Source: an optimization exercise on an open RTL-to-GDS flow (aim: small area and a short achievable clock period). Production flows keep margins and buffers that such runs may drop.
Function was checked by simulation only, so behaviour that the tests miss may differ from the original.
No activity file was given, so power comes from the tool's default toggle rates.

==> inputs of run F <==
## tawas
module tawas
(
    input clk,
    input rst,
    output ics,
    output [23:0] iaddr,
    input [31:0] idata,
    output dcs,
    output dwr,
    output [31:0] daddr,
    output [3:0] dmask,
    output [31:0] dout,
    input [31:0] din,
    input [68:0] rcn_in,
    output [68:0] rcn_out
);
==> flow/config.mk <==
export PLATFORM = sky130hd
export DESIGN_NAME = tawas
export DESIGN_NICKNAME = tawas
export VERILOG_FILES = /design/flow/design.v
export SDC_FILE = /design/flow/constraint.sdc
export NUM_CORES = 8
export LEC_CHECK = 0
export CAP_MARGIN = 30
export CORE_MARGIN = 2
export CORE_UTILIZATION = 40
export SETUP_SLACK_MARGIN = 1.5
export SLEW_MARGIN = 30
==> flow/constraint.sdc <==
create_clock -name core_clock -period 6.5 [get_ports {clk}]
set_input_delay 1.3000 -clock core_clock [delete_from_list [all_inputs] [get_ports {clk}]]
set_output_delay 1.3000 -clock core_clock [all_outputs]
set_load 0.01 [all_outputs]
run.sh (not shown) runs the stock make flow with config.mk's settings and CLKGATE_MAP_FILE= SYNTH_SCRIPT=/design/flow/synth_recipe.tcl, a recipe that flattens the netlist after the stock synthesis.
==> run H: changes against run F <==
--- a/flow/design.v
+++ b/flow/design.v
@@ -6,33 +6,34 @@
     output [23:0] iaddr,
     input [31:0] idata,
     input [31:0] thread_mask,
     input [31:0] rcn_stall,
     input rcn_abort,
     input [2:0] au_flags,
     input [23:0] pc_rtn,
     output reg [4:0] s3_sel,
+    output reg [31:0] s3_oh,
     output reg [4:0] s4_sel,
     output reg [4:0] s5_sel,
     output reg [4:0] s7_sel,
     output [2:0] rd_a,
     output [2:0] rd_b,
     output [2:0] rd_p,
     output [2:0] rd_d,
     output imm_sel,
     output rf_imm_en,
     output [2:0] rf_imm_reg,
     output [31:0] rf_imm,
     output ls_dir_en,
     output ls_dir_store,
     output [2:0] ls_dir_reg,
     output [31:0] ls_dir_addr,
     output au_op_en,
-    output [14:0] au_op,
+    output [14:0] au_op_s3,
     output ls_op_en,
     output [14:0] ls_op
 );
     integer i;
     reg [799:0] pc;
     reg [31:0] pc_vld;
     reg [31:0] thread_busy;
     reg s2_en;
@@ -67,32 +68,33 @@
     wire [31:0] s1_ohn = s1_oh & ~pc_vld;
     always @ *
     begin
         s1_pc = 25'd0;
         for (i = 0; i < 32; i = i + 1)
             s1_pc = s1_pc | ({25{s1_ohv[i]}} & pc[i * 25 +: 25]) | ({25{s1_ohn[i]}} & i[24:0]);
     end
     wire [31:0] retire_mask = {31'd0, s6_en} << s6_sel;
-    wire [31:0] abort_mask = {31'd0, rcn_abort && s3_en} << s3_sel;
+    wire [31:0] abort_mask = s3_oh & {32{rcn_abort && s3_en}};
     always @ (posedge clk or posedge rst)
         if (rst)
             thread_busy <= 32'd0;
         else
             thread_busy <= (thread_busy | s1_oh) & ~(retire_mask | abort_mask);
     wire op_is_halt;
     assign ics = s2_en;
     assign iaddr = s2_pc[23:0];
     always @ (posedge clk)
     begin
         s2_pc <= s1_pc;
         s3_pc <= s2_pc;
         s4_pc <= s3_pc;
         s2_sel <= s1_sel;
         s3_sel <= s2_sel;
+        s3_oh <= 32'd1 << s2_sel;
         s4_sel <= s3_sel;
         s5_sel <= s4_sel;
         s6_sel <= s5_sel;
         s7_sel <= s6_sel;
         instr <= idata;
     end
     always @ (posedge clk or posedge rst)
         if (rst)
@@ -118,27 +120,33 @@
     wire lv3 = !idata[31] || !idata[30] || !idata[29];
     wire lau3 = !idata[30] || (idata[31:28] == 4'b1100);
     wire dh3 = (serial3) ? h3 : hv3;
     wire dl3 = (serial3) ? !h3 : lv3;
     wire [14:0] auop3 = (dh3 && hau3) ? idata[29:15] : idata[14:0];
     wire call3 = (idata[31:24] == 8'b11111111);
     wire [14:0] lsop3 = (call3) ? 15'h77F7 : (dh3 && !hau3) ? idata[29:15] : idata[14:0];
     wire dir3 = (idata[31:27] == 5'b11110);
+    assign au_op_s3 = auop3;
     assign rd_a = auop3[2:0];
     assign rd_b = auop3[5:3];
     assign rd_p = lsop3[5:3];
     assign rd_d = (dir3) ? idata[25:23] : lsop3[2:0];
-    wire [14:0] op_high = instr[29:15];
-    wire [14:0] op_low = instr[14:0];
+    wire au_v3 = (dh3 && hau3) || (dl3 && lau3);
+    wire ls_v3 = (dh3 && !hau3) || (dl3 && !lau3) || call3;
+    reg [14:0] ls_op_s4;
+    reg au_v4;
+    reg ls_v4;
+    always @ (posedge clk)
+    begin
+        ls_op_s4 <= lsop3;
+        au_v4 <= au_v3;
+        ls_v4 <= ls_v3;
+    end
     wire [12:0] op_br = instr[27:15];
-    wire op_high_vld = !instr[31] || !instr[30];
-    wire op_high_au = (instr[31:30] == 2'b00);
-    wire op_low_vld = !instr[31] || !instr[30] || !instr[29];
-    wire op_low_au = !instr[30] || (instr[31:28] == 4'b1100);
     wire op_serial = !instr[31];
     wire op_br_vld = (instr[31:29] == 3'b110);
     wire op_is_br = op_br_vld && !op_br[12];
     wire [23:0] op_br_iaddr = s4_pc[23:0] + {{12{op_br[11]}}, op_br[11:0]};
     assign op_is_halt = op_br_vld && (op_br[12:0] == 13'd0);
     wire op_is_br_cond = op_br_vld && op_br[12];
     wire flag_sel = (op_br[10:8] == 3'd0) ? au_flags[0] :
                     (op_br[10:8] == 3'd1) ? au_flags[1] :
@@ -176,29 +184,24 @@
     assign imm_sel = op_is_imm || op_is_call;
     assign rf_imm_en = s4_en && imm_sel;
     assign rf_imm_reg = (op_is_imm) ? op_imm_reg : 3'd7;
     assign rf_imm = (op_is_imm) ? op_imm : {7'd0, pc_inc};
     assign ls_dir_en = s4_en && (op_is_dir_ld || op_is_dir_st);
     assign ls_dir_store = op_is_dir_st;
     assign ls_dir_reg = instr[25:23];
     assign ls_dir_addr = op_daddr;
-    wire do_low = (op_serial) ? !s4_pc[24] : op_low_vld;
-    wire do_high = (op_serial) ? s4_pc[24] : op_high_vld;
-    assign au_op_en = s4_en && ((do_high && op_high_au) || (do_low && op_low_au));
-    assign au_op = (do_high && op_high_au) ? op_high : op_low;
-    assign ls_op_en = s4_en &&
-                    ((do_high && !op_high_au) || (do_low && !op_low_au) || op_is_call);
-    assign ls_op = (op_is_call) ? 15'h77F7 :
-                   (do_high && !op_high_au) ? op_high : op_low;
+    assign au_op_en = s4_en && au_v4;
+    assign ls_op_en = s4_en && ls_v4;
+    assign ls_op = ls_op_s4;
 endmodule
 module tawas_regfile
 (
     input clk,
-    input [4:0] rd_thread,
+    input [31:0] rd_oh,
     input [2:0] rd_a,
     input [2:0] rd_b,
     input [2:0] rd_p,
     input [2:0] rd_d,
     output reg [31:0] op_a,
     output reg [31:0] op_b,
     output reg [31:0] op_p,
     output reg [31:0] op_d,
@@ -219,17 +222,16 @@
     input [4:0] rcn_load_thread,
     input [2:0] rcn_load_reg,
     input [31:0] rcn_load_data
 );
     integer i;
     integer n;
     reg [8191:0] rf;
     reg [95:0] rf_fl;
-    wire [31:0] rd_oh = 32'd1 << rd_thread;
     reg [255:0] row;
     reg [2:0] fl_rd;
     always @ *
     begin
         for (n = 0; n < 8; n = n + 1)
         begin
             row[n * 32 +: 32] = 32'd0;
             for (i = 0; i < 32; i = i + 1)
@@ -280,47 +282,65 @@
     input [31:0] op_b,
     input [4:0] thread_id,
     output [31:0] thread_mask,
     input imm_sel,
     input rf_imm_en,
     input [2:0] rf_imm_reg,
     input [31:0] rf_imm,
     input au_op_en,
-    input [14:0] au_op,
+    input [14:0] au_op_s3,
     output wb_au_en,
     output [2:0] wb_au_reg,
     output [31:0] wb_au_data,
     output [2:0] wb_au_flags
 );
     parameter RTL_VERSION = 32'hFFFFFFFF;
+    reg [14:0] au_op;
+    reg sum_op;
+    reg sum_inv;
+    reg sum_zero_a;
+    reg sum_imm;
+    always @ (posedge clk)
+    begin
+        au_op <= au_op_s3;
+        sum_op <= (au_op_s3[14:9] == 6'b00_0011) ||
+                  (au_op_s3[14:9] == 6'b00_0100) ||
+                  (au_op_s3[14:6] == 9'b0100_00001) ||
+                  (au_op_s3[14:13] == 2'b10);
+        sum_inv <= (au_op_s3[14:9] == 6'b00_0100) || (au_op_s3[14:6] == 9'b0100_00001);
+        sum_zero_a <= (au_op_s3[14:6] == 9'b0100_00001);
+        sum_imm <= (au_op_s3[14:13] == 2'b10);
+    end
     wire [32:0] reg_a = {1'b0, op_a};
     wire [32:0] reg_b = {1'b0, op_b};
+    wire [32:0] imm10 = {{23{au_op[12]}}, au_op[12:3]};
+    wire [32:0] sum_x = (sum_zero_a) ? 33'd0 : reg_a;
+    wire [32:0] sum_y = (sum_inv) ? ~reg_b : (sum_imm) ? imm10 : reg_b;
+    wire [33:0] sum_c = {sum_x, 1'b1} + {sum_y, sum_inv};
+    wire [32:0] sum = sum_c[33:1];
     wire [4:0] sh_bits = (au_op[11]) ? au_op[7:3] : op_b[4:0];
     wire [31:0] sh_lsl = (op_a << sh_bits);
     wire [31:0] sh_lsr = (op_a >> sh_bits);
     wire b_hi = |op_b[31:5];
     wire [32:0] bit_mask = 33'd1 << au_op[7:3];
     reg [32:0] result;
     always @ *
         if (imm_sel)
             result = {rf_imm[31], rf_imm};
         else if (au_op[14:13] == 2'b00)
             case (au_op[12:9])
             4'h0: result = reg_a | reg_b;
             4'h1: result = reg_a & reg_b;
             4'h2: result = reg_a ^ reg_b;
-            4'h3: result = reg_a + reg_b;
-            4'h4: result = reg_a - reg_b;
             default: result = 33'd0;
             endcase
         else if (au_op[14:11] == 4'b0100)
             case (au_op[10:6])
             5'h00: result = ~reg_b;
-            5'h01: result = (~reg_b) + 33'd1;
             5'h02: result = {{25{op_b[7]}}, op_b[7:0]};
             5'h03: result = {{17{op_b[15]}}, op_b[15:0]};
             5'h04: result = (b_hi) ? 33'd0 : {sh_lsl[31], sh_lsl};
             5'h05: result = (b_hi) ? 33'd0 : {sh_lsr[31], sh_lsr};
             5'h06: result = (b_hi) ? {33{op_a[31]}} : {sh_lsr[31], sh_lsr};
             5'h1B:
                 case (au_op[5:3])
                 3'd0: result = {1'b0, RTL_VERSION};
@@ -335,36 +355,38 @@
             3'h1: result = reg_a & ~bit_mask;
             3'h2: result = reg_a | bit_mask;
             3'h3: result = reg_a ^ bit_mask;
             3'h4: result = {sh_lsl[31], sh_lsl};
             3'h5: result = {sh_lsr[31], sh_lsr};
             3'h6: result = {sh_lsr[31], sh_lsr};
             default: result = 33'd0;
             endcase
-        else if (au_op[14:13] == 2'b10)
-            result = reg_a + {{23{au_op[12]}}, au_op[12:3]};
         else
-            result = {{23{au_op[12]}}, au_op[12:3]};
+            result = imm10;
     wire no_store_op = (au_op[14:8] == 7'b0100111) ||
                        (au_op[14:12] == 3'b011) ||
                        (au_op[14:8] == 7'b0101000);
     wire csr_rd = !imm_sel && (au_op[14:6] == 9'b0100_11011);
     wire csr_wr = au_op_en && (au_op[14:6] == 9'b0100_11111);
     reg [32:0] result_d1;
+    reg [32:0] sum_d1;
+    reg sel_sum_d1;
     reg [2:0] wbreg_d1;
     reg rd_mask_d1;
     reg rd_ticks_d1;
     reg rd_scratch_d1;
     reg wr_mask_d1;
     reg wr_scratch_d1;
     reg wb_en_d1;
     always @ (posedge clk)
     begin
         result_d1 <= result;
+        sum_d1 <= sum;
+        sel_sum_d1 <= sum_op && !imm_sel;
         wbreg_d1 <= (imm_sel) ? rf_imm_reg :
                     (au_op[14:13] == 2'b00) ? au_op[8:6] : au_op[2:0];
         rd_mask_d1 <= csr_rd && (au_op[5:3] == 3'd2);
         rd_ticks_d1 <= csr_rd && (au_op[5:3] == 3'd3);
         rd_scratch_d1 <= csr_rd && (au_op[5:3] == 3'd7);
     end
     always @ (posedge clk or posedge rst)
         if (rst)
@@ -401,17 +423,18 @@
         end
     reg [32:0] au_result_d2;
     reg [2:0] wbreg_d2;
     reg wb_en_d2;
     always @ (posedge clk)
     begin
         au_result_d2 <= (rd_mask_d1) ? {1'b0, csr_thread_mask} :
                         (rd_ticks_d1) ? {1'b0, csr_ticks} :
-                        (rd_scratch_d1) ? {1'b0, csr_scratch} : result_d1;
+                        (rd_scratch_d1) ? {1'b0, csr_scratch} :
+                        (sel_sum_d1) ? sum_d1 : result_d1;
         wbreg_d2 <= wbreg_d1;
     end
     reg [32:0] au_result_d3;
     reg au_zero_d3;
     reg [2:0] wbreg_d3;
     reg wb_en_d3;
     always @ (posedge clk)
     begin
@@ -857,16 +880,17 @@
     input [31:0] din,
     input [68:0] rcn_in,
     output [68:0] rcn_out
 );
     wire [31:0] thread_mask;
     wire [31:0] rcn_stall;
     wire rcn_load_en;
     wire [4:0] s3_sel;
+    wire [31:0] s3_oh;
     wire [4:0] s4_sel;
     wire [4:0] s5_sel;
     wire [4:0] s7_sel;
     wire [2:0] rd_a;
     wire [2:0] rd_b;
     wire [2:0] rd_p;
     wire [2:0] rd_d;
     wire [31:0] op_a;
@@ -879,49 +903,50 @@
     wire rf_imm_en;
     wire [2:0] rf_imm_reg;
     wire [31:0] rf_imm;
     wire ls_dir_en;
     wire ls_dir_store;
     wire [2:0] ls_dir_reg;
     wire [31:0] ls_dir_addr;
     wire au_op_en;
-    wire [14:0] au_op;
+    wire [14:0] au_op_s3;
     wire ls_op_en;
     wire [14:0] ls_op;
     tawas_fetch tawas_fetch
     (
         .clk(clk),
         .rst(rst),
         .ics(ics),
         .iaddr(iaddr),
         .idata(idata),
         .thread_mask(thread_mask),
         .rcn_stall(rcn_stall),
         .rcn_abort(rcn_load_en),
         .au_flags(au_flags),
         .pc_rtn(op_r7),
         .s3_sel(s3_sel),
+        .s3_oh(s3_oh),
         .s4_sel(s4_sel),
         .s5_sel(s5_sel),
         .s7_sel(s7_sel),
         .rd_a(rd_a),
         .rd_b(rd_b),
         .rd_p(rd_p),
         .rd_d(rd_d),
         .imm_sel(imm_sel),
         .rf_imm_en(rf_imm_en),
         .rf_imm_reg(rf_imm_reg),
         .rf_imm(rf_imm),
         .ls_dir_en(ls_dir_en),
         .ls_dir_store(ls_dir_store),
         .ls_dir_reg(ls_dir_reg),
         .ls_dir_addr(ls_dir_addr),
         .au_op_en(au_op_en),
-        .au_op(au_op),
+        .au_op_s3(au_op_s3),
         .ls_op_en(ls_op_en),
         .ls_op(ls_op)
     );
     wire wb_au_en;
     wire [2:0] wb_au_reg;
     wire [31:0] wb_au_data;
     wire [2:0] wb_au_flags;
     wire wb_ptr_en;
@@ -931,17 +956,17 @@
     wire [2:0] wb_ld_reg;
     wire [31:0] wb_ld_data;
     wire [4:0] rcn_load_thread;
     wire [2:0] rcn_load_reg;
     wire [31:0] rcn_load_data;
     tawas_regfile tawas_regfile
     (
         .clk(clk),
-        .rd_thread(s3_sel),
+        .rd_oh(s3_oh),
         .rd_a(rd_a),
         .rd_b(rd_b),
         .rd_p(rd_p),
         .rd_d(rd_d),
         .op_a(op_a),
         .op_b(op_b),
         .op_p(op_p),
         .op_d(op_d),
@@ -971,17 +996,17 @@
         .op_b(op_b),
         .thread_id(s4_sel),
         .thread_mask(thread_mask),
         .imm_sel(imm_sel),
         .rf_imm_en(rf_imm_en),
         .rf_imm_reg(rf_imm_reg),
         .rf_imm(rf_imm),
         .au_op_en(au_op_en),
-        .au_op(au_op),
+        .au_op_s3(au_op_s3),
         .wb_au_en(wb_au_en),
         .wb_au_reg(wb_au_reg),
         .wb_au_data(wb_au_data),
         .wb_au_flags(wb_au_flags)
     );
     wire rcn_cs;
     wire rcn_xch;
     wire [2:0] rcn_wbreg;
CORE_UTILIZATION = 55   (was 40)
SETUP_SLACK_MARGIN = 3.2   (was 1.5)
==> notes <==
Run F completed, yet does not pass: antenna rules. Run H completed without violations.
Against run F, the combinational power of run H is lower by about 2%.
In run H the hold slack is better than in run F, by 0.054 ns.
Of run F and run H, run F has the higher die area (gap about 40%, measured against run H).
Between run H and run F, the lower setup slack is in run F (gap 1.5 ns).
In run H the final cell count is smaller than in run F, by about 10%.
Against run F, the via count of run H is lower by 0.55%.
==> figures <==
item                                                                                            run H              run F
Largest buffer count on any clock path                                                              5                  6
Syn_area_per_cell                                                                          15.6 sq um         15.5 sq um
Final Critical Period                                                                         3.76 ns            5.28 ns
Run status                                                           no timing/DRC/antenna violations    failed layout checks
Layout check failures                                                                               -      antenna rules
Min setup slack post-route                                                                    2.74 ns            1.22 ns
Area used by sequential logic in the layout                                               0.330 sq mm        0.328 sq mm
Number of distinct library cell variants in the gate-level netlist after synthesis                 89                114
Placed cell areas                                                                         0.457 sq mm        0.469 sq mm
Area share of the largest cell type after synthesis                                             71.3%              70.9%
Vias per inst                                                                                    7.56               6.81
Tapcell Cnt                                                                                    10,300             14,400
Switching power as a share of total power                                                       23.2%              23.7%
Number of antenna violations at the first check in global routing                                 199                283
Routed wire length                                                                  1,950,000 microns  2,080,000 microns

## what the ideal ports hide
The results above use ideal ports. As a check the final layouts listed here were re-extracted and re-timed, cells and wires unchanged.
Step 1, drivers: a clkbuf_16 drives clk and a buf_2 each remaining input, both assumed.
Step 2, shift: input delay + t, output delay - t, t = (earliest + latest rising clock arrival at the registers) / 2. This alone moves slack from input paths to output paths.
a / b / c = no drivers / after step 1 / after step 2; a / b = the first two.
| run | t (ns) | slack for setup (ns) | worst setup path at the end | clock arrival spread, ns | worst register clock-pin slew, ns |
|---|---|---|---|---|---|
| run F | 1.405 | 1.216 / 1.216 / 0.975 | input to register | 0.156 / 0.155 | 0.07 / 0.07 |
| run H | 1.408 | 2.736 / 2.736 / 1.999 | input to register | 0.148 / 0.148 | 0.08 / 0.08 |
For run H, which loses most, drivers alone change the setup slack by 0.000 ns; drivers and shift together by -0.737 ns.
